What follows belongs to an exercise in optimizing a design on an open flow for small area; a production flow would make more cautious choices. In this exercise RTL edits were held to simulation tests only and were not proved equivalent to the original. Power is estimated from default activity; no workload was simulated.

## TOP_FIR
module TOP_FIR(clk, rst, data_in, data_out);
input clk, rst;
input [15:0] data_in;
output [15:0] data_out;
reg [15:0] data_out;
reg [15:0] d [0:34];
reg [5:0] cnt;                 
reg f18, f19, f34, f35;        
reg [7:0] nlo;                 
reg [7:0] nhi;                 
reg [7:0] ylo;                 
reg cn7, kn8, cy7, ky8;        
integer i;
always @(posedge clk) begin
	d[0] <= data_in;
	for (i = 1; i < 35; i = i + 1)
		d[i] <= d[i-1];
end
always @(posedge clk) begin
	if (rst) begin
		cnt <= 6'd0;
		f18 <= 1'b0;
		f19 <= 1'b0;
		f34 <= 1'b0;
		f35 <= 1'b0;
	end else begin
		if (cnt != 6'd33)
			cnt <= cnt + 6'd1;
		f18 <= (cnt >= 6'd17);
		f19 <= f18;
		f34 <= (cnt == 6'd33);
		f35 <= f34;
	end
end
wire [15:0] a_h = d[18] & {16{f19}};    
wire [15:0] b_h = d[34] & {16{f35}};    
wire [15:0] a_l = d[17] & {16{f18}};    
wire [15:0] b_l = d[33] & {16{f34}};    
genvar g;
wire [7:0] nl_p = nlo ^ b_l[7:0] ^ ~a_l[7:0];
wire [7:0] nl_c = (nlo & b_l[7:0]) | (nlo & ~a_l[7:0]) | (b_l[7:0] & ~a_l[7:0]);
wire [7:0] nl_q = {nl_c[6:0], 1'b1};
wire [8:0] nl_k;
wire [7:0] nl_s;
assign nl_k[0] = 1'b0;
generate for (g = 0; g < 8; g = g + 1) begin : nl_add
	assign nl_s[g] = nl_p[g] ^ nl_q[g] ^ nl_k[g];
	assign nl_k[g+1] = (nl_p[g] & nl_q[g]) | (nl_p[g] & nl_k[g]) | (nl_q[g] & nl_k[g]);
end endgenerate
wire [7:0] nh_p = nhi ^ b_h[15:8] ^ ~a_h[15:8];
wire [7:0] nh_c = (nhi & b_h[15:8]) | (nhi & ~a_h[15:8]) | (b_h[15:8] & ~a_h[15:8]);
wire [7:0] nh_q = {nh_c[6:0], cn7};
wire [8:0] nh_k;
wire [7:0] nh_s;
assign nh_k[0] = kn8;
generate for (g = 0; g < 8; g = g + 1) begin : nh_add
	assign nh_s[g] = nh_p[g] ^ nh_q[g] ^ nh_k[g];
	assign nh_k[g+1] = (nh_p[g] & nh_q[g]) | (nh_p[g] & nh_k[g]) | (nh_q[g] & nh_k[g]);
end endgenerate
wire [7:0] al16 = {a_l[3:0], 4'b0000};
wire [7:0] yl_p = ylo ^ al16 ^ nlo;
wire [7:0] yl_c = (ylo & al16) | (ylo & nlo) | (al16 & nlo);
wire [7:0] yl_q = {yl_c[6:0], 1'b0};
wire [8:0] yl_k;
wire [7:0] yl_s;
  ...
==> flow/config.mk <==
export PLATFORM = sky130hd
export DESIGN_NAME = TOP_FIR
export DESIGN_NICKNAME = TOP_FIR
export VERILOG_FILES = /design/flow/design.v
export SDC_FILE = /design/flow/constraint.sdc
export NUM_CORES = 4
export LEC_CHECK = 0
export CAP_MARGIN = 20
export CORE_MARGIN = 2
export CORE_UTILIZATION = 40
export SLEW_MARGIN = 20
==> flow/constraint.sdc <==
create_clock -name core_clock -period 5.0 [get_ports {clk}]
set_input_delay 1.0000 -clock core_clock [delete_from_list [all_inputs] [get_ports {clk}]]
set_output_delay 1.0000 -clock core_clock [all_outputs]
set_load 0.01 [all_outputs]
standard.sh (not shown) runs the stock make flow with config.mk's settings and CLKGATE_MAP_FILE= SYNTH_SCRIPT=/design/flow/synth_recipe.tcl, a recipe that flattens the netlist after the stock synthesis.
==> flow/flow/run.sh <==
#!/bin/bash
export CTS_ARGS="-sink_clustering_enable -repair_clock_nets -dont_use_dummy_load -buf_list sky130_fd_sc_hd__clkbuf_4 -sink_clustering_size 20"
export BUFFER_PORTS_ARGS="-buffer_cell sky130_fd_sc_hd__buf_1"
bash standard.sh > standard.log 2>&1
The starting point passed the timing, design-rule and antenna checks.
Change:
==> flow/run.sh (new file) <==
#!/bin/bash
# synth_recipe.tcl (not shown) runs the flow's synth.tcl, then flattens the netlist and writes it again
# the make line also repeats each setting of config.mk as NAME=value (left out here)
make -C /OpenROAD-flow-scripts/flow DESIGN_CONFIG=/design/flow/config.mk WORK_HOME=/design/flow/orfs CLKGATE_MAP_FILE= SYNTH_SCRIPT=/design/flow/synth_recipe.tcl finish
removed: flow/flow/run.sh
removed: flow/standard.sh
Combinational power increases by roughly a tenth.
Setup slack gets better by 0.0079 ns.
Synthesized cell count is unchanged.
Non-clock buffer count is unchanged.
Wire length decreases by a few percent.
Sequential power stays flat.
Change:
==> flow/flow/run.sh (new file) <==
#!/bin/bash
export CTS_ARGS="-sink_clustering_enable -repair_clock_nets -dont_use_dummy_load -buf_list sky130_fd_sc_hd__clkbuf_16 -sink_clustering_size 40 -sink_clustering_max_diameter 60"
export BUFFER_PORTS_ARGS="-buffer_cell sky130_fd_sc_hd__buf_1"
bash standard.sh > standard.log 2>&1
==> flow/standard.sh (new file) <==
#!/bin/bash
# synth_recipe.tcl (not shown) runs the flow's synth.tcl, then flattens the netlist and writes it again
# the make line also repeats each setting of config.mk as NAME=value (left out here)
make -C /OpenROAD-flow-scripts/flow DESIGN_CONFIG=/design/flow/config.mk WORK_HOME=/design/flow/orfs CLKGATE_MAP_FILE= SYNTH_SCRIPT=/design/flow/synth_recipe.tcl "${@:-finish}"
removed: flow/run.sh
Global-route usage fell by 0.47 points.
Clock power fell by 39%.
Cell count fell by 4.3%.
Maximum frequency stays flat.
Setup slack got worse by 0.0040 ns.
Sequential share of layout area rose by 5.6 points.
Area after synthesis is unchanged.
Utilization fell by 3.5 points.
Via count fell by 4.1%.
First-iteration DRC count rose by 5.7%.

[afterwards: timing with drivers on the ports]
No port has a modelled driver above. Below, the same layouts with a new extraction and two added sets of constraints.
Step 1 assumes that a clkbuf_16 drives the clock port and a buf_2 every other input.
Step 2 adds t to the input delays and takes it off the output delays; t is the mean of the earliest and latest rising clock arrival at the registers after step 1. Input paths then give back, and output paths get back, about the clock's delay inside the block.
Slacks: ideal / step 1 / step 2; pairs: ideal / step 1.
run | t, ns | slack for setup (ns) | clock arrival spread, ns
the first run | 0.748 | 0.492 / 0.492 / 0.492 | 0.064 / 0.063
the second run | 0.599 | 0.500 / 0.500 / 0.500 | 0.023 / 0.022
the third run | 0.551 | 0.496 / 0.496 / 0.496 | 0.062 / 0.062
After both steps setup and hold are still met in every run listed.
